This is an optimization exercise on Yosys and OpenROAD, whose aim is small area and a short achievable clock period, not a production implementation.
Power is estimated from default activity; no workload was simulated.

==> flow/design.v (excerpt) <==
module softplus8_pla (
    input  wire clk,
    input  wire rst,
    input  wire signed [15:0] x,
    output wire [15:0] y
);
Size in the first run: ~490 cells after synthesis, about 89 flip-flops, roughly 4500 sq um of cells after synthesis.
export LEC_CHECK = 0
export CAP_MARGIN = 20
export CORE_MARGIN = 2
export CORE_UTILIZATION = 70
export SETUP_SLACK_MARGIN = 3.1
export SLEW_MARGIN = 20
create_clock -name core_clock -period 5.5 [get_ports {clk}]
standard.sh (not shown) runs the stock make flow with config.mk's settings and CLKGATE_MAP_FILE= SYNTH_SCRIPT=/design/flow/synth_recipe.tcl, a recipe that flattens the netlist after the stock synthesis.
==> flow/flow/run.sh <==
#!/bin/bash
set -o pipefail
cp standard.sh standard_copy.log
export BUFFER_PORTS_ARGS="-buffer_cell sky130_fd_sc_hd__buf_2"
bash standard.sh > standard.log 2>&1
The first run passed the timing, DRC and antenna checks.
Edit:
Settings changed: SETUP_SLACK_MARGIN 3.1 to 3.2.
Outcome:
- sequential cell count is unchanged
- synthesized cell count is unchanged
- power fell by a few percent
- synthesized area is unchanged
- non-clock buffer count rose by 1
- wire length fell by a few percent
No functional check of the RTL was part of any run of this note.

* * *

softplus8_pla, a different RTL version from the one above (not shown whole).
Size: ~480 cells after synthesis, roughly 94 flip-flops, about 34 I/O pins.
// softplus8_pla
module softplus8_pla (
    input  wire clk,
    input  wire rst,
    input  wire signed [15:0] x,
    output wire [15:0] y
);
  wire neg0 = x[15];
  wire tz0 = ~|x[6:0];
  wire [3:0] am0 = x[10:7] ^ {4{neg0}};
  wire big0 = neg0 ? ~&x[14:11] : |x[14:11];
  wire pos0 = ~neg0;                                         
  wire ge9 = am0[3] & (am0[2] | am0[1] | am0[0]);
  wire seg70 = ~neg0 & (big0 | ge9);                         
  wire zero0 = neg0 & (big0 | (am0[3] & am0[2]) | (am0 == 4'd11 & tz0));   
  wire [2:0] jh0 = (big0 | ge9) ? 3'd0 :
                   {am0 <= 4'd2, am0 >= 4'd3 & am0 <= 4'd5, am0 >= 4'd6};    
  wire inc0 = tz0 & ~big0 & (neg0 ? (am0 == 4'd2 | am0 == 4'd5) : am0 == 4'd9);
  wire dec0 = tz0 & ~big0 & (neg0 ? am0 == 4'd8 : (am0 == 4'd3 | am0 == 4'd6));
  wire [7:0] u0 = pos0 ? 8'd128 - {1'b0, x[6:0]} : {1'b0, x[6:0]};
  wire [7:0] K0;
  assign K0[0] = (~am0[0] & am0[1]) | (~am0[2] & ~am0[3]) | (am0[1] & am0[3]) | (~am0[0] & ~am0[2]) | (am0[0] & ~am0[1] & am0[2]);
  assign K0[1] = (~am0[0] & ~am0[3]) | (am0[1] & ~am0[2]);
  assign K0[2] = (~am0[1] & ~am0[2]) | (am0[0] & ~am0[2] & ~am0[3]) | (am0[0] & ~am0[1]);
  assign K0[3] = (am0[0] & ~am0[1] & ~am0[3]) | (am0[2]);
  ...
clock: 5.5 ns
lec_check: 0
cap_margin: 20
core_margin: 2
core_utilization: 70
cts_cluster_diameter: 100
cts_cluster_size: 40
setup_slack_margin: 2.9
slew_margin: 20
run.sh (not shown) runs the stock make flow with config.mk's settings and CLKGATE_MAP_FILE= SYNTH_SCRIPT=/design/flow/synth_recipe.tcl, a recipe that flattens the netlist after the stock synthesis.
Stock flow here: none of the scripts above is used.
The baseline went through all stages and came out clean.
Change:
- CTS_CLUSTER_DIAMETER: 100 -> unset
- CTS_CLUSTER_SIZE: 40 -> unset
- SETUP_SLACK_MARGIN: 2.9 -> 2.7
What happened: Clock power grows by roughly a tenth. Count of clock-buffer cells in the layout shrinks by 1. Sequential cell count does not change. Final area shrinks slightly.
No functional check of the RTL was part of any run of this note.

* * *

## job 101
Another version of the RTL of softplus8_pla (not shown whole).
Size in the first run: roughly 80 flip-flops, about 34 I/O pins, roughly 4400 um2 of cells after synthesis.
==> flow/config.mk <==
export PLATFORM = sky130hd
export DESIGN_NAME = softplus8_pla
export DESIGN_NICKNAME = softplus8_pla
export VERILOG_FILES = /design/flow/design.v
export SDC_FILE = /design/flow/constraint.sdc
export NUM_CORES = 4
export LEC_CHECK = 0
export CAP_MARGIN = 20
export CORE_MARGIN = 2
export CORE_UTILIZATION = 65
export SETUP_SLACK_MARGIN = 3.2
export SLEW_MARGIN = 20
==> flow/constraint.sdc <==
create_clock -name core_clock -period 5.5 [get_ports {clk}]
set_input_delay 1.1000 -clock core_clock [delete_from_list [all_inputs] [get_ports {clk}]]
set_output_delay 1.1000 -clock core_clock [all_outputs]
set_load 0.01 [all_outputs]
### job 101 -> job 102
--- a/flow/config.mk
+++ b/flow/config.mk
@@ -9,4 +9,3 @@
 export CORE_MARGIN = 2
 export CORE_UTILIZATION = 65
-export SETUP_SLACK_MARGIN = 3.2
 export SLEW_MARGIN = 20
Notes after the runs:
Delta(final setup slack of the worst path, job 102 - job 101) < 0. Lower period utilization among job 101 and job 102: job 101. Cell area after placement was lower in job 102 than in job 101. Critical path depth delta for job 102 relative to job 101: 1 lower. Summary: with job 101 as the reference, standby leakage power in job 102 moved down by more than 10%. Summary of the comparison: layout cell share with drive strength beyond 1 is lower in job 102, relative to job 101. The run showing the smaller cell count is job 102. | total iterations of the first detailed-routing run | job 102 vs job 101 | 2 lower |.
Function was not checked in any run of this note: the RTL went through the layout flow alone.

[separate check: timing with driven ports]
How much do the figures lean on ideal ports? The routed layouts below were timed once more, with nothing changed but the port constraints. Step 1, drivers: a clkbuf_16 drives clk and a buf_2 each remaining input, both assumed. Step 2 also shifts input and output timing later by t, the mid clock arrival at the registers, as if the neighbouring blocks saw the same clock. Three values: ideal ports, drivers, drivers and shift; two values: the first two.
| run | shift t [ns] | slack for setup (ns) | latest minus earliest clock arrival (ns) |
|---|---|---|---|
| the first run of note 1 | 0.391 | 2.591 / 2.591 / 2.591 | 0.008 / 0.008 |
| the second run of note 1 | 0.385 | 2.697 / 2.697 / 2.697 | 0.015 / 0.014 |
| the first run of note 2 | 0.373 | 2.849 / 2.857 / 2.484 | 0.010 / 0.010 |
| the second run of note 2 | 0.397 | 2.759 / 2.764 / 2.367 | 0.006 / 0.006 |
| job 101 | 0.384 | 1.933 / 1.933 / 1.933 | 0.010 / 0.010 |
| job 102 | 0.368 | 1.551 / 1.551 / 1.551 | 0.010 / 0.010 |
After both steps every run listed still meets setup and hold. For the second run of note 2, which loses most, drivers alone change the setup slack by +0.005 ns; drivers and shift together by -0.392 ns.
